What follows belongs to an exercise in optimizing a design on an open flow for small area; a production flow would make more cautious choices. In this exercise RTL edits were held to simulation tests only and were not proved equivalent to the original. Power and IR drop assume default switching activity.

## top_module
module top_module(
    input wire clk,
    input wire rst,
    input wire spi_mosi,
    input wire spi_cs_n,
    input wire mic_data_1,
    input wire mic_data_2,
    output wire [7:0] out,
    output wire pos,
    output wire neg
);
Size: about 16 I/O pins, about 20,000 sq um of cells after synthesis.
Settings: LEC_CHECK=0, CAP_MARGIN=20, CORE_MARGIN=2, CORE_UTILIZATION=70, SLEW_MARGIN=20; clock period 8.0 ns.
standard.sh (not shown) runs the stock make flow with config.mk's settings and CLKGATE_MAP_FILE= SYNTH_SCRIPT=/design/flow/synth_recipe.tcl, a recipe that flattens the netlist after the stock synthesis.
==> flow/flow/run.sh <==
#!/bin/bash
# The standard ORFS layout, with these changes:
# - synthesis maps the logic with an area-oriented ABC script (flow/abc.script)
#   in place of ORFS's delay-oriented one; everything else in synthesis,
#   including the register mapping, is the standard synthesis;
# - clock tree synthesis without dummy loads, with clkbuf_8 clusters;
# - port buffers of the smallest buffer cell.
set -euo pipefail
here=$(pwd)
rm -rf "$here/scripts_abc"
cp -r "$FLOW_HOME/scripts" "$here/scripts_abc"
cp "$here/flow/abc.script" "$here/scripts_abc/abc_speed.script"
bash standard.sh SCRIPTS_DIR="$here/scripts_abc" synth > synth_flow.log 2>&1
export CTS_ARGS="-sink_clustering_enable -repair_clock_nets -buf_list sky130_fd_sc_hd__clkbuf_8 -sink_clustering_size 20 -sink_clustering_max_diameter 80 -balance_levels -dont_use_dummy_load"
export BUFFER_PORTS_ARGS="-buffer_cell sky130_fd_sc_hd__buf_1"
bash standard.sh finish > standard_flow.log 2>&1
==> flow/flow/abc.script <==
strash
&get -n
&st
&dch
&nf -a
&put
topo
stime -c
dnsize -c
Then changed:
--- a/flow/flow/run.sh
+++ b/flow/flow/run.sh
@@ -14 +14 @@
-export CTS_ARGS="-sink_clustering_enable -repair_clock_nets -buf_list sky130_fd_sc_hd__clkbuf_8 -sink_clustering_size 20 -sink_clustering_max_diameter 80 -balance_levels -dont_use_dummy_load"
+export CTS_ARGS="-sink_clustering_enable -repair_clock_nets -buf_list sky130_fd_sc_hd__clkbuf_8 -sink_clustering_size 20 -sink_clustering_max_diameter 60 -dont_use_dummy_load"
==> flow/flow/abc.script (replaced) <==
strash
dch -f
amap
topo
stime -c
What happened: Design area hardly moves; clock skew is lower by 0.010 ns; global-route usage drops by 0.17 points; sequential share of layout area went up by 0.23 points; sequential power shrinks by 20%; core utilization hardly moves; routed wire length drops by 1.4%; cell count goes up by 1.0%; flip-flop and latch count stays the same; non-clock buffer count decreases by 1; clock-buffer cell count grows by 1.
Then changed:
==> flow/flow/run.sh (replaced) <==
#!/bin/bash
# The standard ORFS layout, with two changes: clock tree synthesis without
# dummy loads, and port buffers of the smallest buffer cell.
set -euo pipefail
export CTS_ARGS="-sink_clustering_enable -repair_clock_nets -buf_list sky130_fd_sc_hd__clkbuf_8 -sink_clustering_size 20 -sink_clustering_max_diameter 80 -balance_levels -dont_use_dummy_load"
export BUFFER_PORTS_ARGS="-buffer_cell sky130_fd_sc_hd__buf_1"
bash standard.sh finish > standard_flow.log 2>&1
removed: flow/flow/abc.script
The changed run finished clean.
Total power rises by 32%.
Sequential share of layout area went down by 0.71 points.
Clock skew climbs by 0.015 ns.
Cell area went up by 0.86%.
Then changed:
--- a/flow/config.mk
+++ b/flow/config.mk
@@ -10 +10,2 @@
-export CORE_UTILIZATION = 70
+export CORE_UTILIZATION = 85
+export PLACE_DENSITY = 0.9
=>
- Now the flow stopped in detailed placement (DPL-0033)
- synthesized area is unchanged
- synthesized cell count is unchanged

Setup of 01-01:
top_module, a different RTL version from the one above (not shown whole).
Size: roughly 960 cells after synthesis, about 16 I/O pins.
Settings: LEC_CHECK=0, CAP_MARGIN=20, CORE_MARGIN=2, CORE_UTILIZATION=70, SLEW_MARGIN=20; clock period 8.0 ns.
==> flow/flow/run.sh <==
#!/bin/bash
# The standard ORFS layout, with these changes: clock tree synthesis
# without dummy loads and with clkbuf_8 clusters of up to 20 sinks, port
# buffers of the smallest buffer cell, and power recovery (downsizing off
# the critical paths) after global routing, followed by a slew repair.
set -euo pipefail
here=$(pwd)
export CTS_ARGS="-sink_clustering_enable -repair_clock_nets -buf_list sky130_fd_sc_hd__clkbuf_8 -sink_clustering_size 20 -sink_clustering_max_diameter 60 -dont_use_dummy_load"
export BUFFER_PORTS_ARGS="-buffer_cell sky130_fd_sc_hd__buf_1"
export RECOVER_POWER=100
export POST_GLOBAL_ROUTE_TCL="$here/flow/post_grt.tcl"
bash standard.sh finish > standard_flow.log 2>&1
==> flow/flow/post_grt.tcl <==
# After power recovery has downsized cells off the critical paths, fix
# any slew or capacitance it broke, then refresh the route guides.
log_cmd estimate_parasitics -global_routing
log_cmd global_route -start_incremental
log_cmd repair_design -slew_margin 20 -cap_margin 20 -verbose
log_cmd detailed_placement
log_cmd global_route -end_incremental
log_cmd estimate_parasitics -global_routing
report_check_types -max_slew -max_capacitance -violators
write_guides $::env(RESULTS_DIR)/route.guide
01-01 went all the way through the flow, and no timing, DRC or antenna check failed.
### 01-01 -> 08-08
==> flow/flow/run.sh <==
#!/bin/bash
# The standard ORFS layout, with two changes: clock tree synthesis without
# dummy loads, and port buffers of the smallest buffer cell.
set -euo pipefail
export CTS_ARGS="-sink_clustering_enable -repair_clock_nets -buf_list sky130_fd_sc_hd__clkbuf_8 -sink_clustering_size 20 -sink_clustering_max_diameter 60 -dont_use_dummy_load"
export BUFFER_PORTS_ARGS="-buffer_cell sky130_fd_sc_hd__buf_1"
export RECOVER_POWER=100
bash standard.sh finish > standard_flow.log 2>&1
removed: flow/flow/post_grt.tcl
==> notes.md <==
08-08 — minimum setup slack among reg-to-reg paths 2.10 ns lower, 01-01 as reference. For 01-01, the type of the worst setup path was primary input to register, unlike 08-08, where it was register to register. Complete run, failing final checks: 08-08, reason max-capacitance violations, max-slew violations. Core util | 08-08 vs 01-01 | 08-08 lower. Non-clock buffer count for 08-08 is lower than for 01-01. The design area of 01-01 and that of 08-08 are within noise of each other. 08-08 vs 01-01 on met3 layer wire length in the routed design: 08-08 is the higher one.

## separate check: timing with driven ports
The results above use ideal ports. As a check the final layouts listed here were re-extracted and re-timed, cells and wires unchanged.
Step 1, drivers: a clkbuf_16 drives clk and a buf_2 each remaining input, both assumed.
Step 2, shift: input delay + t, output delay - t, t = (earliest + latest rising clock arrival at the registers) / 2. This alone moves slack from input paths to output paths.
Slacks: no drivers / after step 1 / after step 2; pairs: no drivers / after step 1.
run | t (ns) | setup WS [ns] | hold WS [ns] | worst data-port slew with drivers (ns)
the first run of note 1 | 0.587 | 4.456 / 4.472 / 3.885 | 0.350 / 0.350 / 0.350 | 0.03
the second run of note 1 | 0.571 | 3.966 / 3.991 / 3.420 | 0.411 / 0.411 / 0.411 | 0.03
the third run of note 1 | 0.581 | 4.250 / 4.262 / 3.681 | 0.401 / 0.401 / 0.401 | 0.03
01-01 | 0.568 | 4.211 / 4.220 / 3.652 | 0.398 / 0.398 / 0.398 | 0.03
08-08 | 0.568 | 2.837 / 2.837 / 2.837 | 0.398 / 0.398 / 0.398 | 0.03
The setup slack of the first run of note 1, which loses most, moves by +0.016 ns with the drivers and by -0.571 ns with both steps.
